Source: an optimization exercise on an open RTL-to-GDS flow (aim: small area, a short achievable clock period and few clock cycles per item). Production flows keep margins and buffers that such runs may drop. RTL that was checked went through simulation tests only; none was proved equivalent to the original. Power is estimated from default activity; no workload was simulated.

== the reference run ==
==> flow/design.v <==
module conv_128_8_16_1(clk, reset, x_data, x_valid, x_ready, y_data, y_valid, y_ready);
  input clk, reset, x_valid, y_ready;
  input signed [15:0] x_data;
  output logic x_ready, y_valid;
  output logic signed [15:0] y_data;
  function automatic int th(input int k);
    case (k)
      0: th = 344;  1: th = 171;  2: th = 207;  3: th = 697;
      4: th = 140;  5: th = 799;  6: th = 3276; default: th = 399;
    endcase
  endfunction
  function automatic logic [16:0] add17(input logic [16:0] a, input logic [16:0] b, input logic ci);
    logic [16:0] p, g, gg, pp, c;
    p = a ^ b;
    g = a & b;
    g[0] = g[0] | (p[0] & ci);
    gg = g; pp = p;
    for (int l = 1; l <= 4; l++)
      for (int i = (1 << l) - 1; i < 17; i += (1 << l)) begin
        gg[i] = gg[i] | (pp[i] & gg[i - (1 << (l - 1))]);
        pp[i] = pp[i] & pp[i - (1 << (l - 1))];
      end
    for (int l = 3; l >= 1; l--)
      for (int i = (1 << l) + (1 << (l - 1)) - 1; i < 17; i += (1 << l)) begin
        gg[i] = gg[i] | (pp[i] & gg[i - (1 << (l - 1))]);
        pp[i] = pp[i] & pp[i - (1 << (l - 1))];
      end
    c = {gg[15:0], ci};
    add17 = p ^ c;
  endfunction
  function automatic logic [33:0] csa(input logic [16:0] a, input logic [16:0] b, input logic [16:0] c);
    csa = {(a & b) | (a & c) | (b & c), a ^ b ^ c};
  endfunction
  function automatic logic signed [15:0] sat17(input logic [16:0] s);
    if (s[16] != s[15]) sat17 = s[16] ? 16'sh8000 : 16'sh7fff;
    else                sat17 = s[15:0];
  endfunction
  logic signed [15:0] xp;         
  logic signed [16:0] x3p, x5p;
  logic [7:0]         satp;       
  logic               vp;
  logic [6:0]         idx;        
  logic signed [15:0] acc0;       
  logic [16:0]        r1, r2, r3, r4, r5, r6;    
  logic [16:0]        y0, y1;     
  logic               v1;
  logic               run;        
  wire [16:0] x1i = {x_data[15], x_data};
  logic [7:0] sat_n;
  always_comb
    for (int k = 0; k < 8; k++)
      sat_n[k] = (x_data > th(k)) | (x_data < -th(k));
  always_ff @(posedge clk)
    if (run) begin
      xp   <= x_data;
      x3p  <= add17(x1i, x1i << 1, 1'b0);
      x5p  <= add17(x1i, x1i << 2, 1'b0);
      satp <= sat_n;
    end
  wire [16:0] x1 = {xp[15], xp};
  wire        xs = xp[15];
  localparam logic [16:0] PHI = 17'h07fff, PLO = 17'h18000;
  function automatic logic [16:0] satv(input logic s, input logic neg, input logic [16:0] u);
    satv = !s ? u : (xs ^ neg) ? PLO : PHI;
  endfunction
  function automatic logic [16:0] keep(input logic s, input logic [16:0] w);
    keep = s ? 17'h0 : w;
  endfunction
  function automatic logic [16:0] keepn(input logic s, input logic [16:0] v);
    keepn = s ? 17'h1ffff : ~v;
  endfunction
  function automatic logic [16:0] sx(input logic [16:0] r);
    logic [15:0] t;
    t = sat17(r);
    sx = {t[15], t};
  endfunction
  wire [16:0] a0 = {acc0[15], acc0}, a1 = sx(r1), a2 = sx(r2), a3 = sx(r3), a4 = sx(r4),
              a5 = sx(r5), a6 = sx(r6);
  wire [16:0] s0 = add17(satv(satp[0], 1'b0, x3p << 5), keepn(satp[0], x1), 1'b1);
  wire [33:0] c1 = csa(a0, satv(satp[1], 1'b0, x3p << 6), keepn(satp[1], x1));
  wire [16:0] s1 = add17(c1[16:0], {c1[32:17], 1'b1}, 1'b0);
  wire [33:0] c2 = csa(a1, satv(satp[2], 1'b0, x5p << 5), keepn(satp[2], x1 << 1));
  wire [16:0] s2 = add17(c2[16:0], {c2[32:17], 1'b1}, 1'b0);
  wire [33:0] c3 = csa(a2, satv(satp[3], 1'b1, x1), keepn(satp[3], x3p << 4));
  wire [16:0] s3 = add17(c3[16:0], {c3[32:17], 1'b1}, 1'b0);
  wire [33:0] c4a = csa(a3, satv(satp[4], 1'b1, x3p << 1), keep(satp[4], x1 << 4));
  wire [33:0] c4 = csa(c4a[16:0], {c4a[32:17], 1'b1}, keepn(satp[4], x1 << 8));
  wire [16:0] s4 = add17(c4[16:0], {c4[32:17], 1'b0}, 1'b0);
  wire [33:0] c5 = csa(a4, keepn(satp[5], x5p << 3), satv(satp[5], 1'b1, ~x1));
  wire [16:0] s5 = add17(c5[16:0], {c5[32:17], 1'b1}, ~satp[5]);
  wire [16:0] s6 = add17(a5, satv(satp[6], 1'b0, x5p << 1), 1'b0);
  wire [33:0] c7 = csa(a6, satv(satp[7], 1'b0, x5p << 4), keep(satp[7], x1 << 1));
  wire [16:0] s7 = add17(c7[16:0], {c7[32:17], 1'b0}, 1'b0);
  wire signed [15:0] n7 = sat17(y0);
  assign y_data = n7[15] ? 16'sd0 : n7;
  wire adv  = vp & run;                  
  wire push = adv & (idx >= 7);          
  wire y0_free = ~y_valid | y_ready;
  always_ff @(posedge clk) begin
    if (adv) begin
      acc0 <= s0[15:0];
      r1 <= s1;
      r2 <= s2;
      r3 <= s3;
      r4 <= s4;
      r5 <= s5;
      r6 <= s6;
    end
    if (~v1) y1 <= s7;
    if (y0_free) y0 <= v1 ? y1 : s7;
  end
  logic vp_n, v1_n, run_n;
  logic [6:0] idx_n;
  always_comb begin
    vp_n  = run ? x_valid : vp;
    v1_n  = y0_free ? 1'b0 : (v1 | push);
    idx_n = adv ? idx + 7'd1 : idx;
    run_n = ~(v1_n & vp_n & (idx_n >= 7));
  end
  always_ff @(posedge clk) begin
    if (reset) begin
      vp      <= 1'b0;
      v1      <= 1'b0;
      y_valid <= 1'b0;
      idx     <= 7'd0;
      run     <= 1'b1;
      x_ready <= 1'b1;
    end else begin
      vp      <= vp_n;
      v1      <= v1_n;
      y_valid <= y0_free ? (v1 | push) : 1'b1;
      idx     <= idx_n;
      run     <= run_n;
      x_ready <= run_n;
    end
  end
endmodule
clock: 10.0 ns
lec_check: 0
abc_area: 1
cap_margin: 20
core_margin: 2
core_utilization: 40
slew_margin: 20
standard.sh (not shown) runs the stock make flow with config.mk's settings and CLKGATE_MAP_FILE= SYNTH_SCRIPT=/design/flow/synth_recipe.tcl, a recipe that flattens the netlist after the stock synthesis.
==> flow/flow/run.sh <==
#!/bin/bash
set -euo pipefail
bash standard.sh SETUP_SLACK_MARGIN=6.25 finish > standard_flow.log 2>&1
The reference run completed every stage of the flow, and the final layout passed the timing, design-rule and antenna checks.
Testbench counts of the reference run, summed over its fixed seeds: cycles 8,208, items 7,744.
### the reference run -> the trial run
-- flow/design.v --
<<< the reference run, line 41
  logic               vp;
  logic [6:0]         idx;        
  logic signed [15:0] acc0;       
  logic [16:0]        r1, r2, r3, r4, r5, r6;    
  logic [16:0]        y0, y1;     
  logic               v1;
  logic               run;        
>>> the trial run, line 41
  logic               vp;
  logic [6:0]         idx;        
  logic signed [15:0] acc0, acc1, acc2, acc3, acc4, acc5, acc6;
  logic signed [15:0] y1;         
  logic               v1;
  logic               run;        
<<< the reference run, line 70
    keepn = s ? 17'h1ffff : ~v;
  endfunction
  function automatic logic [16:0] sx(input logic [16:0] r);
    logic [15:0] t;
    t = sat17(r);
    sx = {t[15], t};
  endfunction
  wire [16:0] a0 = {acc0[15], acc0}, a1 = sx(r1), a2 = sx(r2), a3 = sx(r3), a4 = sx(r4),
              a5 = sx(r5), a6 = sx(r6);
  wire [16:0] s0 = add17(satv(satp[0], 1'b0, x3p << 5), keepn(satp[0], x1), 1'b1);
  wire [33:0] c1 = csa(a0, satv(satp[1], 1'b0, x3p << 6), keepn(satp[1], x1));
>>> the trial run, line 69
    keepn = s ? 17'h1ffff : ~v;
  endfunction
  wire [16:0] a0 = {acc0[15], acc0}, a1 = {acc1[15], acc1}, a2 = {acc2[15], acc2},
              a3 = {acc3[15], acc3}, a4 = {acc4[15], acc4}, a5 = {acc5[15], acc5},
              a6 = {acc6[15], acc6};
  wire [16:0] s0 = add17(satv(satp[0], 1'b0, x3p << 5), keepn(satp[0], x1), 1'b1);
  wire [33:0] c1 = csa(a0, satv(satp[1], 1'b0, x3p << 6), keepn(satp[1], x1));
<<< the reference run, line 92
  wire [33:0] c7 = csa(a6, satv(satp[7], 1'b0, x5p << 4), keep(satp[7], x1 << 1));
  wire [16:0] s7 = add17(c7[16:0], {c7[32:17], 1'b0}, 1'b0);
  wire signed [15:0] n7 = sat17(y0);
  assign y_data = n7[15] ? 16'sd0 : n7;
  wire adv  = vp & run;                  
  wire push = adv & (idx >= 7);          
>>> the trial run, line 87
  wire [33:0] c7 = csa(a6, satv(satp[7], 1'b0, x5p << 4), keep(satp[7], x1 << 1));
  wire [16:0] s7 = add17(c7[16:0], {c7[32:17], 1'b0}, 1'b0);
  wire signed [15:0] n7 = sat17(s7);
  wire signed [15:0] res = n7[15] ? 16'sd0 : n7;    
  wire adv  = vp & run;                  
  wire push = adv & (idx >= 7);          
<<< the reference run, line 99
  always_ff @(posedge clk) begin
    if (adv) begin
      acc0 <= s0[15:0];
      r1 <= s1;
      r2 <= s2;
      r3 <= s3;
      r4 <= s4;
      r5 <= s5;
      r6 <= s6;
    end
    if (~v1) y1 <= s7;
    if (y0_free) y0 <= v1 ? y1 : s7;
  end
  logic vp_n, v1_n, run_n;
>>> the trial run, line 94
  always_ff @(posedge clk) begin
    if (adv) begin
      acc0 <= sat17(s0);
      acc1 <= sat17(s1);
      acc2 <= sat17(s2);
      acc3 <= sat17(s3);
      acc4 <= sat17(s4);
      acc5 <= sat17(s5);
      acc6 <= sat17(s6);
    end
    if (~v1) y1 <= res;
    if (y0_free) y_data <= v1 ? y1 : res;
  end
  logic vp_n, v1_n, run_n;
[summary]
- NOTE flip-flop and latch count the reference run->the trial run decreased by a few percent
- The combinational power in the trial run was lower than what the reference run gave.
- Diff the reference run -> the trial run: minimum clock period went up; first-pass GRT wire length went up.
- Diff the reference run -> the trial run | proportion of power drawn by flip-flops and latches | increase of 1.3 points
For the trial run, only the layout was checked, not whether the RTL still works.

afterwards: timing with drivers on the ports:
The flow's constraints put no driver on any port. The routed layouts listed below were extracted and timed again, unchanged, in two steps. Step 1 assumes that a clkbuf_16 drives the clock port and a buf_2 every other input. Step 2 moves the port delays by t, midway between the first and last clock arrival at a register: inputs arrive t later, outputs are due t later. That takes back most of the time a late clock gives input paths. Slacks: no drivers / after step 1 / after step 2; pairs: no drivers / after step 1.
| run | t (ns) | setup WS [ns] | worst setup path after step 2 | latest minus earliest clock arrival (ns) | cell pins on the clock port's net |
|---|---|---|---|---|---|
| the reference run | 0.611 | 6.149 / 6.092 / 5.786 | input to register | 0.014 / 0.014 | 1 |
| the trial run | 0.615 | 5.931 / 5.931 / 5.840 | input to register | 0.014 / 0.014 | 1 |
After both steps setup and hold are still met in every run listed. The setup slack of the reference run, which loses most, moves by -0.057 ns with the drivers and by -0.363 ns with both steps.
